This is an optimization exercise on Yosys and OpenROAD, whose aim is small area, not a production implementation. In this exercise RTL edits were held to simulation tests only and were not proved equivalent to the original.

==> flow/design.v (excerpt) <==
module Post_top #(
  parameter INT_BITS  = 4,
  parameter POX       = 4,
  parameter POY       = 4,
  parameter CHANNEL_N = 2
) (
  input                             clk              ,
  input                             rst              ,
  input  [CHANNEL_N*POY*POX*16-1:0] mac_to_serializer,
  input                             mac_output_valid ,
  input  [         $clog2(POY)-1:0] mac_valid_number ,
  input  [                    15:0] K                ,
  input  [                    15:0] B                ,
  input  [              POX*16-1:0] bias             ,
  output [              POX*16-1:0] relu_out         ,
  output                            relu_out_valid   ,
  output [              POX*16-1:0] post_out         ,
  output                            post_out_valid   ,
  output [            POX/2*16-1:0] pooling_out      ,
  output                            pooling_out_valid
);
  reg  [447:0] chain;
  reg          active;
  reg  [  2:0] cnt;        
  reg  [  1:0] rm1;        
  always @(posedge clk) begin
    if (mac_output_valid) chain[383:0] <= mac_to_serializer[447:64];
    else                  chain[383:0] <= chain[447:64];
    chain[447:384] <= mac_to_serializer[511:448];
  end
  always @(posedge clk or posedge rst) begin
    if (rst) begin
      active <= 1'b0;
      cnt    <= 3'd0;
      rm1    <= 2'd0;
    end
    else if (mac_output_valid) begin
      active <= 1'b1;
      cnt    <= 3'd1;
      rm1    <= mac_valid_number - 1'b1;
    end
    else if (active) begin
      cnt <= cnt + 1'b1;
      if (cnt == {rm1, 1'b1}) active <= 1'b0;
    end
  end
  wire [ 1:0] slot = (cnt > {1'b0, rm1}) ? ~rm1 : 2'd0;
  reg  [63:0] chain_row;
  always @(*) begin
  ...
clock: 12.0 ns
lec_check: 0
abc_area: 1
cap_margin: 20
core_margin: 2
core_utilization: 40
slew_margin: 20
run.sh (not shown) runs the stock make flow with config.mk's settings and CLKGATE_MAP_FILE= SYNTH_SCRIPT=/design/flow/synth_recipe.tcl, a recipe that flattens the netlist after the stock synthesis.
==> next run, changes <==
==> flow/flow/run.sh (new file) <==
#!/bin/bash
# The standard layout with two changes:
#  - synthesis maps with an area-oriented ABC script (amap) and skips the
#    generic pre-mapping ABC pass (synth -noabc); the registers, their names
#    and cell types are those of the standard synthesis;
#  - the port buffers are the smallest buffer (buf_1) rather than the one
#    buffer_ports picks by default.
# make's output goes to a log per step here; ORFS's step logs are under orfs/logs/.
set -euo pipefail
rm -rf scripts_local
cp -r "$FLOW_HOME/scripts" scripts_local
cp flow/abc_area.script scripts_local/abc_area.script
bash standard.sh "SCRIPTS_DIR=$PWD/scripts_local" "SYNTH_ARGS=-noabc" synth > make_synth.log 2>&1
bash standard.sh "BUFFER_PORTS_ARGS=-buffer_cell sky130_fd_sc_hd__buf_1" finish > make_finish.log 2>&1
==> flow/flow/abc_area.script (new file) <==
strash
dch
amap
topo
==> flow/standard.sh (new file) <==
#!/bin/bash
# synth_recipe.tcl (not shown) runs the flow's synth.tcl, then flattens the netlist and writes it again
# the make line also repeats each setting of config.mk as NAME=value (left out here)
make -C /OpenROAD-flow-scripts/flow DESIGN_CONFIG=/design/flow/config.mk WORK_HOME=/design/flow/orfs CLKGATE_MAP_FILE= SYNTH_SCRIPT=/design/flow/synth_recipe.tcl "${@:-finish}"
CTS_BUF_LIST = sky130_fd_sc_hd__clkbuf_4 sky130_fd_sc_hd__clkbuf_8   (was unset)
removed: flow/run.sh
Effect: Worst setup slack gets better by 0.041 ns; die area came out lower by 8.8%; via count decreases by 2.0%; fmax rises by 0.35%.

Setup of run A:
Post_top, a different RTL version from the one above (not shown whole).
Size in the first run: roughly 4500 cells after synthesis, about 780 I/O pins, ~43000 um^2 of cells after synthesis.
==> flow/config.mk <==
export PLATFORM = sky130hd
export DESIGN_NAME = Post_top
export DESIGN_NICKNAME = Post_top
export VERILOG_FILES = /design/flow/design.v
export SDC_FILE = /design/flow/constraint.sdc
export NUM_CORES = 4
export LEC_CHECK = 0
export ABC_AREA = 1
export CAP_MARGIN = 20
export CORE_MARGIN = 2
export CORE_UTILIZATION = 50
export GPL_TIMING_DRIVEN = 0
export SLEW_MARGIN = 20
==> flow/constraint.sdc <==
create_clock -name core_clock -period 12.0 [get_ports {clk}]
set_input_delay 2.4000 -clock core_clock [delete_from_list [all_inputs] [get_ports {clk}]]
set_output_delay 2.4000 -clock core_clock [all_outputs]
set_load 0.01 [all_outputs]
standard.sh (not shown) runs the stock make flow with config.mk's settings and CLKGATE_MAP_FILE= SYNTH_SCRIPT=/design/flow/synth_recipe.tcl, a recipe that flattens the netlist after the stock synthesis.
==> flow/flow/run.sh <==
#!/bin/bash
# The standard layout with these changes:
#  - synthesis maps with an area-oriented ABC script (flow/abc_area.script)
#    and skips the generic pre-mapping ABC pass (synth -noabc); the
#    registers, their names and cell types are those of the standard
#    synthesis;
#  - the port buffers are the smallest buffer (buf_1) rather than the one
#    buffer_ports picks by default;
#  - CTS uses clkbuf_8 for larger sink clusters and no dummy loads.
# make's output goes to a log per call here; ORFS's step logs are under orfs/logs/.
set -euo pipefail
rm -rf scripts_local
cp -r "$FLOW_HOME/scripts" scripts_local
cp flow/abc_area.script scripts_local/abc_area.script
bash standard.sh "SCRIPTS_DIR=$PWD/scripts_local" "SYNTH_ARGS=-noabc" synth > make_synth.log 2>&1
bash standard.sh "BUFFER_PORTS_ARGS=-buffer_cell sky130_fd_sc_hd__buf_1" \
  "CTS_ARGS=-sink_clustering_enable -repair_clock_nets -buf_list sky130_fd_sc_hd__clkbuf_8 -sink_clustering_size 18 -sink_clustering_max_diameter 60 -dont_use_dummy_load" \
  finish > make_finish.log 2>&1
==> flow/flow/abc_area.script <==
strash
dc2
dch -f
amap
topo
Run A: flow completed, timing, DRC and antenna clean
Input-level comparison between run B and run A:
- swapping 50 for 60 in CORE_UTILIZATION
- putting CTS_BUF_LIST at sky130_fd_sc_hd__clkbuf_4 sky130_fd_sc_hd__clkbuf_8 where nothing was set
- clearing GPL_TIMING_DRIVEN, which used to be 0
==> flow/flow/run.sh <==
#!/bin/bash
# The standard layout with two changes:
#  - synthesis maps with an area-oriented ABC script (amap) and skips the
#    generic pre-mapping ABC pass (synth -noabc); the registers, their names
#    and cell types are those of the standard synthesis;
#  - the port buffers are the smallest buffer (buf_1) rather than the one
#    buffer_ports picks by default.
# make's output goes to a log per step here; ORFS's step logs are under orfs/logs/.
set -euo pipefail
rm -rf scripts_local
cp -r "$FLOW_HOME/scripts" scripts_local
cp flow/abc_area.script scripts_local/abc_area.script
bash standard.sh "SCRIPTS_DIR=$PWD/scripts_local" "SYNTH_ARGS=-noabc" synth > make_synth.log 2>&1
bash standard.sh "BUFFER_PORTS_ARGS=-buffer_cell sky130_fd_sc_hd__buf_1" finish > make_finish.log 2>&1
--- outcome ---
Run B vs. run A: pin count of the biggest net entering global routing went up by 21%; ratio of routed vias to standard cells rose about 2.2%.
Relative to run A, the number of tapcells measured on run B has decreased by more than 10%.
Overall global routing resource usage in run B is 5.6 points above run A.
STATUS detailed-route wire length: run B wins against run A

-- static timing again, ports no longer ideal --
Ports are ideal in the flow. The routed layouts listed here were re-timed in OpenROAD.
Step 1, drivers: a clkbuf_16 drives clk and a buf_2 each remaining input, both assumed.
Step 2 also shifts input and output timing later by t, the mid clock arrival at the registers, as if the neighbouring blocks saw the same clock.
a / b / c = no drivers / after step 1 / after step 2; a / b = the first two.
| run | shift t [ns] | setup WS [ns] | worst hold slack (ns) |
|---|---|---|---|
| the first run of note 1 | 0.740 | 0.338 / 0.292 / 0.292 | 0.414 / 0.414 / 0.414 |
| the second run of note 1 | 0.847 | 0.379 / 0.356 / 0.356 | 0.391 / 0.391 / 0.391 |
| run A | 0.783 | 0.335 / 0.326 / 0.326 | 0.370 / 0.370 / 0.370 |
| run B | 0.809 | 0.380 / 0.369 / 0.369 | 0.390 / 0.390 / 0.390 |
After both steps setup and hold are still met in every run listed. The setup slack of the first run of note 1, which loses most, moves by -0.046 ns with the drivers and by -0.046 ns with both steps.
